What follows belongs to an exercise in optimizing a design on an open flow for small area and a short achievable clock period; a production flow would make more cautious choices.
No functional check of the RTL was part of any run shown here.

==> design.v <==
module divu8 (
    input  wire [7:0] n,
    input  wire [7:0] d,
    output wire [7:0] q,
    output wire [7:0] r
);
    wire [9:0] d1 = {2'b00, d};
    wire [9:0] d2 = {1'b0, d, 1'b0};
    wire [9:0] d3 = d1 + d2;
    wire [7:0] rr [0:4];
    assign rr[4] = 8'd0;
    genvar k;
    generate
        for (k = 3; k >= 0; k = k - 1) begin : st
            localparam W = 8 - 2 * k;
            wire [9:0] x;
            if (W == 2) begin : w2
                assign x = {8'd0, n[2*k+1], n[2*k]};
            end else begin : wn
                assign x = {{(10-W){1'b0}}, rr[k+1][W-3:0], n[2*k+1], n[2*k]};
            end
            wire g1 = x >= d1;
            wire g2 = x >= d2;
            wire g3 = x >= d3;
            wire [W-1:0] s1 = x[W-1:0] - d1[W-1:0];
            wire [W-1:0] s2 = x[W-1:0] - d2[W-1:0];
            wire [W-1:0] s3 = x[W-1:0] - d3[W-1:0];
            assign q[2*k+1] = g2;
            assign q[2*k]   = g3 | (g1 & ~g2);
            wire [W-1:0] nr = g3 ? s3 : g2 ? s2 : g1 ? s1 : x[W-1:0];
            assign rr[k] = nr;
        end
    endgenerate
    assign r = rr[0];
endmodule
module main (
    input wire clk,
    input wire rst,
    input wire [7:0] in,
    input wire [2:0] op,
    input wire apply,
    output wire [7:0] tail,
    output wire empty,
    output reg valid
);
    reg [7:0] q0, q1, q2, q3, q4;
    reg [2:0] c;     
    assign tail  = q0;
    assign empty = (c == 3'd0);
    reg [7:0] a, b;
    always @* begin
        case ({c[2], c[0]})
            2'd0: begin a = q1; b = q0; end
            2'd1: begin a = q2; b = q1; end
            2'd2: begin a = q3; b = q2; end
            default: begin a = q4; b = q3; end
        endcase
    end
    wire [7:0] quo, rem;
    divu8 u_div (.n(b), .d(a), .q(quo), .r(rem));
    wire       sub = op[2];
    wire [7:0] sum = b + (a ^ {8{sub}}) + {7'd0, sub};
    reg [7:0] res;
    always @* begin
        case (op)
            3'd0:    res = in;
            3'd3:    res = a * b;
            3'd5:    res = quo;
            3'd6:    res = rem;
            default: res = sum;
        endcase
    end
    wire full = c[2] & c[0];
    wire ge2  = c[2] | c[1];
    wire ge1  = c != 3'd0;
    wire bad = (op == 3'd7)
             | ((op == 3'd0) & full)
             | ((op == 3'd1) & ~ge1)
             | ((op != 3'd0) & (op != 3'd1) & ~ge2)
             | (((op == 3'd5) | (op == 3'd6)) & (a == 8'd0));
    always @(posedge clk) begin
        if (apply && op != 3'd1) begin
            q0 <= res;
            q1 <= q0;
            q2 <= q1;
            q3 <= q2;
            q4 <= q3;
        end
    end
    always @(posedge clk or posedge rst) begin
        if (rst) begin
            c     <= 3'd0;
            valid <= 1'b1;
        end else if (apply) begin
            if (op == 3'd0) c <= c + 3'd1;
            else            c <= c - 3'd1;
            if (bad) valid <= 1'b0;
        end
    end
endmodule
==> flow/run.sh <==
#!/bin/bash
MARGIN=$(cat flow/margin.txt)
sed "s/SETUP_SLACK_MARGIN=[0-9.]*/SETUP_SLACK_MARGIN=$MARGIN/" standard.sh > standard_margin.sh
bash standard_margin.sh > standard.log 2>&1
==> flow/margin.txt <==
8
==> standard.sh <==
#!/bin/bash
# synth_recipe.tcl (not shown) runs the flow's synth.tcl, then flattens the netlist and writes it again
# the make line also repeats each setting of config.mk as NAME=value (left out here)
make -C /OpenROAD-flow-scripts/flow DESIGN_CONFIG=/design/flow/config.mk WORK_HOME=/design/flow/orfs CLKGATE_MAP_FILE= SYNTH_SCRIPT=/design/flow/synth_recipe.tcl "${@:-finish}"
==> config.mk <==
export PLATFORM = sky130hd
export DESIGN_NAME = main
export DESIGN_NICKNAME = main
export VERILOG_FILES = /design/flow/design.v
export SDC_FILE = /design/flow/constraint.sdc
export NUM_CORES = 4
export LEC_CHECK = 0
export ABC_AREA = 1
export CAP_MARGIN = 20
export CORE_MARGIN = 2
export CORE_UTILIZATION = 60
export SETUP_SLACK_MARGIN = 5
export SLEW_MARGIN = 20
==> constraint.sdc <==
create_clock -name core_clock -period 15.5 [get_ports {clk}]
set_input_delay 3.1000 -clock core_clock [delete_from_list [all_inputs] [get_ports {clk}]]
set_output_delay 3.1000 -clock core_clock [all_outputs]
set_load 0.01 [all_outputs]
==> results by group, run 1 <==
Finish
  – Multi-input gate area: between 0.005 and 0.006 mm²
  – Sequential cell area: around 0.0013 mm²
  – Share of cells above drive strength 1: a little under a third
  – Fin cells: 1166
  – Area Overhead vs Synth: 29.4%
  – Fin nets: roughly 1.2k
  – Filler Cells Inserted: about 740
  – Antenna diodes: 0

Timing
  – Setup tns final: 0 ns
  – Slew HR: between 20% and 30%
  – Fmax: about 120 MHz
  – Final setup vio count: 0
  – Layout Skew: approximately 0.011 ns
  – Max-slew violations: 0
  – Clock period minus worst slack: 8.36 ns
  – RSZ-0062 raised after global routing: yes
  – Final period util: a little over half
  – Final Hold Vio Count: 0
  – Worst-margin pin slew: 1.05 ns

Logic synthesis
  – Post-Synth XOR/XNOR Area: roughly 6.6%
  – Compound-Gate Fraction of Synth Area: between 10% and 20%
  – Asr flop ratio synth: a little under a tenth
  – Syn Inst Count: around 910
  – FF+latch count, synth: 44
  – Synth area leader: edfxtp_1
  – Post-synth top flop: edfxtp_1
  – EDFF count, synth: 40
  – Commonest cells in the netlist: 171 x nand2_1, 112 x inv_1, 90 x ha_1
  – Sequential share of the synthesized area: between 10% and 20%
  – Synthesized area: between 0.006 and 0.007 mm²
  – Post-synthesis mux area share: 0%
  – Synthesized area per cell: 7.71 µm²
  – Simple-gate share of the synthesized area: about 30%
  – Unique masters post-synth: 63
  – Post-synth top area share: between 10% and 20%
  – Synth Warn #: 2
  – Syn Nets: 1034
  – Largest cells by area after synthesis: edfxtp_1 17%, ha_1 16%, nand2_1 9.2%, fa_1 7.2%, inv_1 6.0%
  – Post-Synth Adder-Cell Area: 23.3%
  – Largest family of logic cells by synthesized area: simple AND/OR/NAND/NOR gates
  – Cell with the most instances after synthesis: nand2_1

Clocking
  – Clk pin slew, worst setup/hold paths: 0.07 ns
  – Clk buf depth: 2
  – H-tree Lvls: 2
  – Worst skew pair latency: between 0.2 and 0.3 ns
  – Clock Sinks: 44
  – Post-CTS Hold Fix Bufs: 0
  – TritonCTS clock tree: done
  – TritonCTS buffer count: 5
  – Clk root buf: clkbuf_16

Die
  – Die area: 0.0125 mm²
  – # rows: 39
  – Core ar.: ~0.011 mm²
  – Horiz. Die Dim: approximately 110 µm
  – Io pins: 24
  – Initial Util: between 60 and 70%
  – Die height: 112 µm

Setup path
  – Slowest cell on crit path: dfrtp_4
  – Critical Path RT: about 16 ns
  – CP Data Arrival Time: approximately 8.4 ns
  – CP most frequent cell: nand2_1
  – Critical path endpoint category: flip-flop
  – Setup Crit Path Kind: flip-flop to flip-flop
  – Crit path max fanout: 6
  – Worst setup SP type: flip-flop
  – CP max stage delay: 0.58 ns

Placement
  – Cell total after placement: about 1.1k
  – I/O Buffers: 23
  – DPL Wire Length: roughly 17000 µm
  – Gpl congestion: just over 1

GRT
  – Initial antenna violation count: 0
  – Vias in the first global route: around 7.2k
  – Grt ovf: 0
  – Pin count of the biggest net entering global routing: 35
  – Global-route usage over all layers: 38.2%
  – First-pass GRT wire length: 37700 µm

Detailed routing
  – Via Count: 7373
  – Avg WL per Cell: around 22 µm
  – ANT nets after route: 0
  – Drt drc: 0
  – Drt initial violations: 968
  – Vias per cell: around 6.3
  – WL final: between 20000 and 30000 µm
  – Router iterations before antenna repair: 8

Job
  – Max Cap Viol: 0

Hold path
  – Worst min path class: flip-flop to flip-flop

Status
  – Status: no timing/DRC/antenna violations
-- state kept, by name, indices dropped and copies added, names as in the netlist --
register	count
c	3
q0	8
q1	8
q2	8
q3	8
q4	8
valid	1
-- cell type report --
type | instances | area share [%]
Clock buffer | 5 | 1.39
Timing Repair Buffer | 120 | 11.6
Multi-Input combinational cell | 719 | 64.0
Sequential cell | 44 | 14.5
Tap cell | 143 | 1.98
Clock inverter | 3 | 0.513
Inverter | 132 | 6.05
-- worst max-delay path, delay by kind of cell, from the launching register on --
| kind | cells | cell delay, ns |
|---|---|---|
| AO/OA/AOI/OAI | 17 | 2.56 |
| adder cells (fa/ha/maj) | 5 | 1.08 |
| buffers and inverters | 8 | 0.90 |
| flip-flops | 1 | 0.58 |
| AND/OR/NAND/NOR | 27 | 2.96 |
-- placed cells by master (no fill, tap or decap), types with 9 or more instances in the layout --
cell type / instances
nand3_2: 21
xnor2_1: 19
xor2_1: 31
nand4_1: 9
inv_1: 94
nand2_4: 22
nor2_2: 9
nor3_1: 10
clkdlybuf4s50_1: 23
a21oi_2: 10
fa_1: 21
nand2_1: 148
nand2_2: 33
o21ai_0: 23
o21ai_2: 9
ha_4: 16
buf_4: 87
ha_1: 72
nor2_4: 9
nand3_1: 55
a21oi_1: 39
nor2_1: 54
o21ai_1: 18
edfxtp_1: 40
inv_2: 27
-- path summary, 6_finish.rpt --
kind,start,endpoint,slack [ns],cells after the start
max,c[2],q0[2],7.14,57
min,valid,valid,0.48,1
max reg2reg,c[2],q0[2],7.14,57
min reg2reg,valid,valid,0.48,1
max in group asynchronous,rst,valid,12.29,2
min in group asynchronous,rst,c[0],2.99,2
-- cells by family after synthesis --
kind of cell / count (synthesis)
and+or+nand+nor: 404
buffers and inverters: 143
DFF: 44
adders and majority gates: 115
AOI/OAI and AO/OA: 147
xor gates and xnor gates: 52
-- timing repair --
item	CTS	global route
endpoints found under the setup margin	8	8
pin swaps	48	44
resized for setup	88	48
cloned	2	0
buffers inserted	64	26
-- through the flow --
stage          util, %  cell area [µm²]  setup WS, ns  hold slack, ns
2_1_floorplan        -             7160          7.97           0.445
3_3_place_gp      66.1             7520          6.32           0.461
3_5_place_dp      66.1             7520          5.95           0.468
4_1_cts           75.7             8600          7.67           0.476
5_1_grt           79.3             9020          6.71           0.504
6_report          79.3             9020          7.14           0.481
-- layer usage --
metal,global-route usage [%],share of wire (%),up-vias
met1,45.4,36,3456
met3,7.35,9.0,145
met4,20.0,6.8,0
met5,0,0,-
met2,65.6,48,510
li1,-,-,3262
==> inputs of run 2 (changes only) <==
--- a/design.v
+++ b/design.v
@@ -6,27 +6,19 @@
 );
-    wire [9:0] d1 = {2'b00, d};
-    wire [9:0] d2 = {1'b0, d, 1'b0};
-    wire [9:0] d3 = d1 + d2;
-    wire [7:0] rr [0:4];
-    assign rr[4] = 8'd0;
-    genvar k;
+    wire [7:0] rr [0:8];
+    assign rr[8] = 8'd0;
+    genvar i;
     generate
-        for (k = 3; k >= 0; k = k - 1) begin : st
-            localparam W = 8 - 2 * k;
-            wire [9:0] x;
-            if (W == 2) begin : w2
-                assign x = {8'd0, n[2*k+1], n[2*k]};
+        for (i = 7; i >= 0; i = i - 1) begin : st
+            localparam W = 8 - i;
+            wire [W-1:0] trial;
+            if (W == 1) begin : w1
+                assign trial = n[i];
             end else begin : wn
-                assign x = {{(10-W){1'b0}}, rr[k+1][W-3:0], n[2*k+1], n[2*k]};
+                assign trial = {rr[i+1][W-2:0], n[i]};
             end
-            wire g1 = x >= d1;
-            wire g2 = x >= d2;
-            wire g3 = x >= d3;
-            wire [W-1:0] s1 = x[W-1:0] - d1[W-1:0];
-            wire [W-1:0] s2 = x[W-1:0] - d2[W-1:0];
-            wire [W-1:0] s3 = x[W-1:0] - d3[W-1:0];
-            assign q[2*k+1] = g2;
-            assign q[2*k]   = g3 | (g1 & ~g2);
-            wire [W-1:0] nr = g3 ? s3 : g2 ? s2 : g1 ? s1 : x[W-1:0];
-            assign rr[k] = nr;
+            wire hz = ~|(d >> W);
+            wire [W:0] diff = {1'b0, trial} - {1'b0, d[W-1:0]};
+            wire ge = hz & ~diff[W];
+            assign q[i] = ge;
+            assign rr[i] = ge ? diff[W-1:0] : trial;
         end
@@ -34,2 +26,48 @@
     assign r = rr[0];
+endmodule
+module mul8lo (
+    input  wire [7:0] a,
+    input  wire [7:0] b,
+    output wire [7:0] p
+);
+    wire [7:0] s [0:7];
+    wire [8:0] c [0:7];
+    genvar i, j;
+    generate
+        for (j = 0; j < 8; j = j + 1) begin : r0
+            assign s[0][j] = a[j] & b[0];
+        end
+        assign c[0] = 9'd0;
+        for (i = 1; i < 8; i = i + 1) begin : row
+            for (j = 0; j < i; j = j + 1) begin : lo
+                assign s[i][j] = s[i-1][j];
+            end
+            assign c[i][i:0] = {(i+1){1'b0}};
+            for (j = i; j < 8; j = j + 1) begin : col
+                wire x = s[i-1][j];
+                wire y = c[i-1][j];
+                wire z = a[j-i] & b[i];
+                assign s[i][j]   = x ^ y ^ z;
+                assign c[i][j+1] = (x & y) | (x & z) | (y & z);
+            end
+        end
+    endgenerate
+    assign p = s[7];
+endmodule
+module addsub8 (
+    input  wire [7:0] a,
+    input  wire [7:0] b,
+    input  wire       sub,
+    output wire [7:0] y
+);
+    wire [7:0] x = a ^ {8{sub}};
+    wire [8:0] c;
+    assign c[0] = sub;
+    genvar j;
+    generate
+        for (j = 0; j < 8; j = j + 1) begin : bt
+            assign y[j]   = b[j] ^ x[j] ^ c[j];
+            assign c[j+1] = (b[j] & x[j]) | (b[j] & c[j]) | (x[j] & c[j]);
+        end
+    endgenerate
 endmodule
@@ -61,3 +99,5 @@
     wire       sub = op[2];
-    wire [7:0] sum = b + (a ^ {8{sub}}) + {7'd0, sub};
+    wire [7:0] sum, prod;
+    addsub8 u_as (.a(a), .b(b), .sub(sub), .y(sum));
+    mul8lo u_mul (.a(a), .b(b), .p(prod));
     reg [7:0] res;
@@ -66,3 +106,3 @@
             3'd0:    res = in;
-            3'd3:    res = a * b;
+            3'd3:    res = prod;
             3'd5:    res = quo;
==> run.sh (new file) <==
#!/bin/bash
# synth_recipe.tcl (not shown) runs the flow's synth.tcl, then flattens the netlist and writes it again
# the make line also repeats each setting of config.mk as NAME=value (left out here)
make -C /OpenROAD-flow-scripts/flow DESIGN_CONFIG=/design/flow/config.mk WORK_HOME=/design/flow/orfs CLKGATE_MAP_FILE= SYNTH_SCRIPT=/design/flow/synth_recipe.tcl finish
removed: flow/run.sh
removed: flow/margin.txt
removed: standard.sh
==> run 2 against run 1 <==
Against the previous run: via count down 34%; clock skew fell by 0.0072 ns; design area is 28% lower; critical path type unchanged; sequential share of layout area up 5.6 points; synthesized cell count is 32% lower; utilization fell by 0.66 points.
==> results by group, run 2 <==
Clocking
  – Clk pin slew, worst setup/hold paths: approximately 0.08 ns
  – Worst skew pair latency: roughly 0.3 ns
  – Clk root buf: clkbuf_8
  – TritonCTS clock tree: done
  – Clk buf depth: 2
  – Post-CTS Hold Fix Bufs: 0
  – TritonCTS buffer count: 5
  – H-tree Lvls: 2
  – Clock Sinks: 44

Logic synthesis
  – Cell with the most instances after synthesis: nand2_1
  – Synthesized area per cell: 8.46 µm²
  – Synth Warn #: 3
  – Commonest cells in the netlist: 110 x nand2_1, 87 x inv_1, 49 x ha_1
  – Post-synth top area share: a little under a quarter
  – Unique masters post-synth: 50
  – Synth area leader: edfxtp_1
  – EDFF count, synth: 40
  – Syn Nets: about 700
  – Synthesized area: between 0.005 and 0.006 mm²
  – FF+latch count, synth: 44
  – Largest cells by area after synthesis: edfxtp_1 23%, ha_1 12%, fa_1 11%, nand2_1 8.0%, inv_1 6.3%
  – Sequential share of the synthesized area: 25.2%
  – Asr flop ratio synth: around 9.1%
  – Syn Inst Count: 612
  – Post-synth top flop: edfxtp_1

Die
  – Horiz. Die Dim: around 97 µm
  – Die area: 0.00939 mm²
  – Initial Util: 62.4%
  – Die height: roughly 97 µm
  – # rows: 33
  – Io pins: 24
  – Core ar.: approximately 0.0083 mm²

Detailed routing
  – ANT nets after route: 0
  – Drt drc: 0
  – Via Count: around 4.8k
  – Vias per cell: between 6 and 7
  – Drt initial violations: between 300 and 400
  – Avg WL per Cell: just under 20 µm
  – Router iterations before antenna repair: 5
  – WL final: 15500 µm

Setup path
  – CP max stage delay: 0.55 ns
  – Slowest cell on crit path: dfrtp_4
  – CP most frequent cell: nand2_2
  – CP Data Arrival Time: 10.32 ns
  – Critical Path RT: around 16 ns
  – Crit path max fanout: 8
  – Critical path endpoint category: flip-flop
  – Flop2flop setup slack: 5.21 ns
  – Worst setup SP type: flip-flop
  – Setup Crit Path Kind: flip-flop to flip-flop

Timing
  – Final Hold Vio Count: 0
  – Worst Hold Slack: approximately 0.49 ns
  – Final period util: between 60% and 70%
  – Slew HR: 45.1%
  – Worst-margin pin slew: ~0.8 ns
  – Clock period minus worst slack: ~10 ns
  – Fmax: about 97 MHz
  – Max-slew violations: 0
  – Final setup vio count: 0
  – Setup tns final: 0 ns
  – RSZ-0062 raised after global routing: yes
  – Layout Skew: about 0.0035 ns

Placement
  – Gpl congestion: around 0.92
  – DPL Wire Length: between 10000 and 15000 µm
  – I/O Buffers: 23

Finish
  – Area Overhead vs Synth: 26.1%
  – Commonest non-fill, non-tap cell in the layout: nand2_1
  – Fin nets: 790
  – Share of cells above drive strength 1: 30.5%
  – Antenna diodes: 0
  – Most frequent cells in the layout: 97 x nand2_1, 74 x inv_1, 52 x buf_4, 40 x edfxtp_1, 37 x ha_1

GRT
  – Pin count of the biggest net entering global routing: 26
  – Grt ovf: 0
  – Initial antenna violation count: 0
  – Global-route usage over all layers: between 30% and 40%
  – First-pass GRT wire length: approximately 23000 µm
  – Vias in the first global route: between 4k and 5k

Status
  – Status: no timing/DRC/antenna violations

Job
  – Max Cap Viol: 0

Hold path
  – Worst min path class: flip-flop to flip-flop
run 2: cell type report:
type / instances / area, µm²
multi-input cells: 464 / 3870
repair buffers: 88 / 763
fillers: 548 / 1770
well taps: 105 / 131
clock inverters: 2 / 11.3
repair inverters: 1 / 7.51
clock buffers: 6 / 72.6
inverters: 94 / 360
flip-flops and latches: 44 / 1310
run 2: timing repair:
action	in CTS	in global routing
setup endpoints to repair	8	8
resized for setup	25	76
endpoints found under the hold margin	0	0
gates cloned	2	0
pin swaps	18	49
buffers inserted	32	29
run 2: routing by layer:
layer  routed length (µm)  share of wire (%)  track usage [%]
met1                 5940                 38             39.7
met3                 1220                7.9             2.60
met2                 7730                 50             52.7
met5                    0                  0                0
met4                  594                3.8             11.6
run 2: worst max-delay path, delay by kind of cell, from the launching register on:
family / cells / cell delay, ns
flip-flops: 1 / 0.55
adder cells (fa/ha/maj): 8 / 2.31
AND/OR/NAND/NOR: 24 / 2.63
AO/OA/AOI/OAI: 26 / 3.75
buffers and inverters: 9 / 0.77
run 2: worst paths after layout:
kind | to | depth (start not counted) | startpoint
worst max-delay path | q0[2] | 67 | c[2]
worst min-delay path | q2[3] | 0 | q1[3]
worst max register to register | q0[2] | 67 | c[2]
worst min register to register | q2[3] | 0 | q1[3]
max in group asynchronous | valid | 2 | rst
min in group asynchronous | c[1] | 2 | rst
run 2: cells by family (layout without fill, tap and decap cells):
family | count (synthesis) | count (layout) | synth area share (%)
DFF | 44 | 44 | 25.2
and+or+nand+nor | 239 | 239 | 24.7
AOI/OAI and AO/OA | 110 | 110 | 12.7
xor gates and xnor gates | 37 | 37 | 6.26
buffers and inverters | 104 | 191 | 8.21
adders and majority gates | 78 | 78 | 23.0
run 2: through the flow:
| stage | utilization [%] | instance area, µm² | setup WS [ns] | cells |
|---|---|---|---|---|
| 2_1_floorplan | - | 5220 | 5.00 | 612 |
| 3_3_place_gp | 66.7 | 5530 | 3.97 | 733 |
| 3_5_place_dp | 66.7 | 5530 | 3.66 | 733 |
| 4_1_cts | 72.2 | 5990 | 5.02 | 775 |
| 5_1_grt | 78.7 | 6530 | 4.75 | 804 |
| 6_report | 78.7 | 6530 | 5.21 | 804 |
==> inputs of run 3 (changes only) <==
--- a/config.mk
+++ b/config.mk
@@ -11,2 +11,3 @@
 export CORE_UTILIZATION = 60
+export PLACE_DENSITY = 0.8
 export SETUP_SLACK_MARGIN = 5
==> run 3 against run 2 <==
Against the previous run: die area did not move; clock-buffer cell count did not move; global-route usage increased by 4.2 points.
==> results by group, run 3 <==
Status
  – Status: no timing/DRC/antenna violations

Logic synthesis
  – Post-synth top flop: edfxtp_1
  – Cell with the most instances after synthesis: nand2_1
  – Sequential share of the synthesized area: 25.2%
  – Syn Nets: between 700 and 800
  – FF+latch count, synth: 44
  – Asr flop ratio synth: 9.09%
  – Post-synth top area share: between 20% and 30%
  – Synth Warn #: 3
  – Syn Inst Count: roughly 610
  – Post-Synth Adder-Cell Area: 23.0%
  – Commonest cells in the netlist: 110 x nand2_1, 87 x inv_1, 49 x ha_1
  – Post-synthesis mux area share: 0%
  – EDFF count, synth: 40
  – Compound-Gate Fraction of Synth Area: 12.7%
  – Synthesized area: 0.00518 mm²
  – Simple-gate share of the synthesized area: roughly a quarter
  – Synthesized area per cell: between 8 and 9 µm²
  – Unique masters post-synth: 50
  – Post-Synth XOR/XNOR Area: under 10%
  – Synth area leader: edfxtp_1
  – Largest cells by area after synthesis: edfxtp_1 23%, ha_1 12%, fa_1 11%, nand2_1 8.0%, inv_1 6.3%
  – Largest family of logic cells by synthesized area: simple AND/OR/NAND/NOR gates

Detailed routing
  – Drt drc: 0
  – ANT nets after route: 0
  – Vias per cell: between 6 and 7
  – Via Count: roughly 5.5k
  – Drt initial violations: 753
  – WL final: ~19000 µm
  – Router iterations before antenna repair: 10
  – Avg WL per Cell: around 23 µm

Clocking
  – H-tree Lvls: 2
  – Worst skew pair latency: between 0.3 and 0.4 ns
  – TritonCTS clock tree: done
  – Clk pin slew, worst setup/hold paths: approximately 0.090 ns
  – Clk buf depth: 2
  – TritonCTS buffer count: 5
  – Post-CTS Hold Fix Bufs: 0
  – Clk root buf: clkbuf_8
  – Clock Sinks: 44

Timing
  – Final setup vio count: 0
  – Final period util: a little over two thirds
  – Max-slew violations: 0
  – Slew HR: 19.3%
  – Worst-margin pin slew: between 1 and 1.5 ns
  – Final Hold Vio Count: 0
  – RSZ-0062 raised after global routing: yes
  – Layout Skew: 0.00929 ns
  – Final worst slack: between 4 and 5 ns
  – Clock period minus worst slack: 10.75 ns
  – Setup tns final: 0 ns
  – Fmax: roughly 93 MHz

Setup path
  – Worst setup SP type: flip-flop
  – CP Data Arrival Time: roughly 11 ns
  – Critical Path RT: between 15 and 20 ns
  – Crit path max fanout: 7
  – Critical path endpoint category: flip-flop
  – CP max stage delay: around 0.59 ns
  – Slowest cell on crit path: dfrtp_4
  – CP most frequent cell: buf_4
  – Setup Crit Path Kind: flip-flop to flip-flop

Hold path
  – Worst min path class: flip-flop to flip-flop

Die
  – Die height: about 97 µm
  – Die area: between 0.009 and 0.01 mm²
  – Core ar.: about 0.0083 mm²
  – Horiz. Die Dim: 96.9 µm
  – Initial Util: between 60% and 70%
  – # rows: 33
  – Io pins: 24

GRT
  – First-pass GRT wire length: around 26000 µm
  – Pin count of the biggest net entering global routing: 35
  – Initial antenna violation count: 0
  – Global-route usage over all layers: 34.6%
  – Vias in the first global route: slightly above 5k
  – Grt ovf: 0

Finish
  – Antenna diodes: 0
  – Commonest non-fill, non-tap cell in the layout: buf_4
  – Area Overhead vs Synth: 35.6%
  – Fin nets: approximately 840
  – Most frequent cells in the layout: 92 x buf_4, 90 x nand2_1, 75 x inv_1, 40 x edfxtp_1, 34 x ha_1
  – Design Area, Final: roughly 0.0070 mm²
  – Share of cells above drive strength 1: 36.4%

Placement
  – I/O Buffers: 23
  – Placed cell areas: between 0.005 and 0.006 mm²
  – Gpl congestion: ~1
  – DPL Wire Length: a little over 10000 µm
  – Pre-CTS setup slack: roughly 3.5 ns

Job
  – Max Cap Viol: 0
## run 3: cell counts after synthesis
Identical to the previous run, type by type.
## run 3: repair_timing
item                                    4_1_cts  5_1_grt
endpoints found under the setup margin        8        8
pin swaps                                    24       61
setup buffers                                77       28
cloned                                        2        0
gates resized for setup                      29      112
## run 3: final timing paths
check / from / endpoint / slack [ns] / cells past startpoint
hold reg to reg: valid / valid / 0.49 / 1
setup / recovery: c[2] / q0[0] / 4.75 / 75
hold / removal: valid / valid / 0.49 / 1
max in group asynchronous: rst / valid / 12.29 / 2
setup reg to reg: c[2] / q0[0] / 4.75 / 75
min in group asynchronous: rst / c[2] / 2.99 / 2
## run 3: critical path, delay by kind of cell (launching register included)
family | cells | cell delay, ns
compound gates | 16 | 2.18
simple gates | 12 | 1.51
flops | 1 | 0.59
buf+inv | 43 | 5.03
fa+ha+maj | 4 | 1.18
## run 3: final cells by class
type | instances | area (µm²)
tap | 105 | 131
fill | 396 | 1280
inverter | 94 | 363
timing repair buffer | 133 | 1130
clock inverter | 2 | 38.8
multi-input combinational | 464 | 3960
clock buffer | 6 | 82.6
sequential | 44 | 1310
timing repair inverter | 1 | 7.51
## run 3: logic make-up after synthesis
group,count (synthesis)
AND/OR/NAND/NOR,239
AO/OA/AOI/OAI,110
buffers and inverters,104
adder cells (fa/ha/maj),78
flip-flops,44
XOR/XNOR,37
## run 3: through the flow
step	hold slack, ns	cells	util (%)
global placement	0.450	734	66.8
floorplan	0.439	612	-
detailed placement	0.459	734	66.8
finish	0.491	849	84.6
global route	0.514	849	84.6
CTS	0.479	821	76.6
## run 3: layer usage
metal  routed length, µm  vias to the layer above  GRT usage, %
met3                2160                      202          6.36
met5                   0                        -             0
met1                6450                     2476          41.0
li1                    -                     2286             -
met2                8840                      527          56.4
met4                1810                        0          25.0
==> inputs of run 4 (changes only) <==
--- a/config.mk
+++ b/config.mk
@@ -8,7 +8,7 @@
 export ABC_AREA = 1
-export CAP_MARGIN = 20
+export CAP_MARGIN = 0
 export CORE_MARGIN = 2
 export CORE_UTILIZATION = 60
-export PLACE_DENSITY = 0.8
 export SETUP_SLACK_MARGIN = 5
-export SLEW_MARGIN = 20
+export SLEW_MARGIN = 0
+export TNS_END_PERCENT = 10
==> run 4 against run 3 <==
Against the previous run: still clean; die area unchanged; critical path depth down 8; hold slack gained 0.0041 ns; clock skew shrank 0.0066 ns; wire length is 21% lower; sequential share of layout area grew 1.6 points; first-iteration DRC count shrank 38%; highest routed layer unchanged.
==> results by group, run 4 <==
Timing
  – Final setup vio count: 0
  – Final period util: ~66%
  – Worst Hold Slack: ~0.5 ns
  – RSZ-0062 raised after global routing: yes
  – Fmax: 97.4 MHz
  – Max-slew violations: 0
  – Slew HR: between 20% and 30%
  – Clock period minus worst slack: about 10 ns
  – Setup tns final: 0 ns
  – Final Hold Vio Count: 0
  – Layout Skew: 0.00264 ns
  – Worst-margin pin slew: 1.17 ns

Setup path
  – Worst path buffer plus inverter count: 9
  – Critical path's top delay family: compound AO/OA/AOI/OAI gates
  – Slowest cell on crit path: dfrtp_4
  – Critical path endpoint category: flip-flop
  – Critical Path RT: approximately 16 ns
  – Setup Crit Path Kind: flip-flop to flip-flop
  – Crit path max fanout: 8
  – Worst setup SP type: flip-flop
  – CP max stage delay: ~0.55 ns
  – CP most frequent cell: nand2_2
  – CP Data Arrival Time: ~10 ns

Placement
  – DPL Wire Length: ~10000 µm
  – Gpl congestion: 0.915
  – Cell total after placement: ~730
  – Placed cell areas: 0.00553 mm²
  – I/O Buffers: 23

Clocking
  – Clock Sinks: 44
  – Clk pin slew, worst setup/hold paths: approximately 0.080 ns
  – TritonCTS buffer count: 5
  – Clk root buf: clkbuf_8
  – TritonCTS clock tree: done
  – Worst skew pair latency: slightly below 0.3 ns
  – H-tree Lvls: 2
  – Clk buf depth: 2

Detailed routing
  – Metal2 WL: 7540 µm
  – ANT nets after route: 0
  – Drt initial violations: roughly 470
  – Met3 wire length: ~1000 µm
  – Drt drc: 0
  – DRT met1 WL: 5990 µm
  – WL final: between 15000 and 20000 µm
  – Router iterations before antenna repair: 5
  – Avg WL per Cell: roughly 19 µm
  – Vias per cell: between 5 and 6
  – Via Count: approximately 4.8k
  – Max layer used: met4

Die
  – Die height: 96.9 µm
  – Initial Util: between 60% and 70%
  – # rows: 33
  – Io pins: 24
  – Horiz. Die Dim: ~97 µm
  – Core ar.: 0.00830 mm²
  – Die area: 0.00939 mm²

Finish
  – Antenna diodes: 0
  – Filler Cells Inserted: about 570
  – Fin cells: roughly 800
  – Commonest non-fill, non-tap cell in the layout: nand2_1
  – Fin nets: 787
  – Design Area, Final: around 0.0065 mm²
  – Most frequent cells in the layout: 97 x nand2_1, 77 x inv_1, 51 x buf_4, 40 x edfxtp_1, 38 x ha_1
  – Area Overhead vs Synth: 24.7%
  – Share of cells above drive strength 1: around 29%

Logic synthesis
  – Syn Inst Count: between 600 and 700
  – Cell with the most instances after synthesis: nand2_1
  – Unique masters post-synth: 50
  – Synth Warn #: 3
  – Synthesized area: slightly above 0.005 mm²
  – FF+latch count, synth: between 40 and 50
  – Post-synth top area share: roughly 23%
  – Post-synth top flop: edfxtp_1
  – Synthesized area per cell: around 8.5 µm²
  – Syn Nets: roughly 700
  – EDFF count, synth: 40
  – Asr flop ratio synth: just over 9%
  – Commonest cells in the netlist: 110 x nand2_1, 87 x inv_1, 49 x ha_1
  – Synth area leader: edfxtp_1
  – Sequential share of the synthesized area: between 20% and 30%
  – Largest cells by area after synthesis: edfxtp_1 23%, ha_1 12%, fa_1 11%, nand2_1 8.0%, inv_1 6.3%

GRT
  – First-pass GRT wire length: between 20000 and 25000 µm
  – Global-route usage over all layers: a little under a third
  – Vias in the first global route: 4520
  – Pin count of the biggest net entering global routing: 26
  – Grt ovf: 0
  – Initial antenna violation count: 0

Hold path
  – Worst min path class: flip-flop to flip-flop

Status
  – Status: no timing/DRC/antenna violations

Job
  – Max Cap Viol: 0
[run 4: layer usage]
metal | track usage [%] | vias up
li1 | - | 2186
met1 | 39.7 | 2272
met2 | 52.7 | 259
met3 | 2.60 | 56
met4 | 11.6 | 0
met5 | 0 | -
[run 4: worst paths after layout]
| path | from | end | slack [ns] | depth (start not counted) |
|---|---|---|---|---|
| setup reg to reg | c[2] | q0[2] | 5.23 | 67 |
| hold reg to reg | q1[4] | q2[4] | 0.50 | 0 |
| max in group asynchronous | rst | valid | 12.26 | 2 |
| min in group asynchronous | rst | c[1] | 3.00 | 2 |
| hold / removal | q1[4] | q2[4] | 0.50 | 0 |
| setup / recovery | c[2] | q0[2] | 5.23 | 67 |
[run 4: worst register-to-register path, delay by kind of cell, from the launching register on]
kind / cells / cell delay, ns
AO/OA/AOI/OAI: 26 / 3.73
AND/OR/NAND/NOR: 24 / 2.62
adder cells (fa/ha/maj): 8 / 2.30
buffers and inverters: 9 / 0.79
flip-flops: 1 / 0.55
[run 4: area by class of cell]
cell class	instances	area [µm²]	share of cell area, %
timing repair inverter	1	7.51	0.116
clock inverter	2	11.3	0.174
sequential	44	1310	20.3
multi-input combinational	464	3830	59.3
timing repair buffer	85	733	11.4
clock buffer	6	72.6	1.12
inverter	94	360	5.58
tap	105	131	2.03
[run 4: timing repair]
action / 4_1_cts / 5_1_grt
hold buffers: 0 / 0
endpoints found under the setup margin: 8 / 8
buffers inserted: 32 / 26
resized for setup: 25 / 63
pin swaps: 18 / 47
gates cloned: 2 / 0
[run 4: kinds of logic after synthesis]
| family | after synthesis | synth area share (%) |
|---|---|---|
| AO/OA/AOI/OAI | 110 | 12.7 |
| XOR/XNOR | 37 | 6.26 |
| adder cells (fa/ha/maj) | 78 | 23.0 |
| buffers and inverters | 104 | 8.21 |
| flip-flops | 44 | 25.2 |
| AND/OR/NAND/NOR | 239 | 24.7 |
[run 4: metrics by stage]
stage	utilization, %	setup slack [ns]
finish	77.8	5.23
detailed placement	66.7	3.66
CTS	72.2	5.02
global placement	66.7	3.97
floorplan	-	5.00
global route	77.8	4.71

[port drivers added, routing unchanged]
The flow's constraints put no driver on any port. The routed layouts listed below were extracted and timed again, unchanged, in two steps.
Step 1 (the two cells are an assumption about what drives the block):
set clk [get_ports {clk}]
set_driving_cell -lib_cell sky130_fd_sc_hd__clkbuf_16 $clk
set_driving_cell -lib_cell sky130_fd_sc_hd__buf_2 [delete_from_list [all_inputs] $clk]
Step 2, shift: input delay + t, output delay - t, t = (earliest + latest rising clock arrival at the registers) / 2. This alone moves slack from input paths to output paths.
a / b / c = no drivers / after step 1 / after step 2; a / b = the first two.
| run | t, ns | setup slack, ns | worst hold slack (ns) | slew at the worst register clock pin (ns) | cell pins on the clock port's net |
|---|---|---|---|---|---|
| run 1 | 0.322 | 7.143 / 7.143 / 7.143 | 0.481 / 0.481 / 0.481 | 0.07 / 0.07 | 1 |
| run 2 | 0.324 | 5.210 / 5.210 / 5.210 | 0.495 / 0.495 / 0.495 | 0.08 / 0.08 | 1 |
| run 3 | 0.336 | 4.746 / 4.746 / 4.746 | 0.491 / 0.491 / 0.491 | 0.09 / 0.09 | 1 |
| run 4 | 0.321 | 5.230 / 5.230 / 5.230 | 0.495 / 0.495 / 0.495 | 0.08 / 0.08 | 1 |
After both steps every run listed still meets setup and hold.
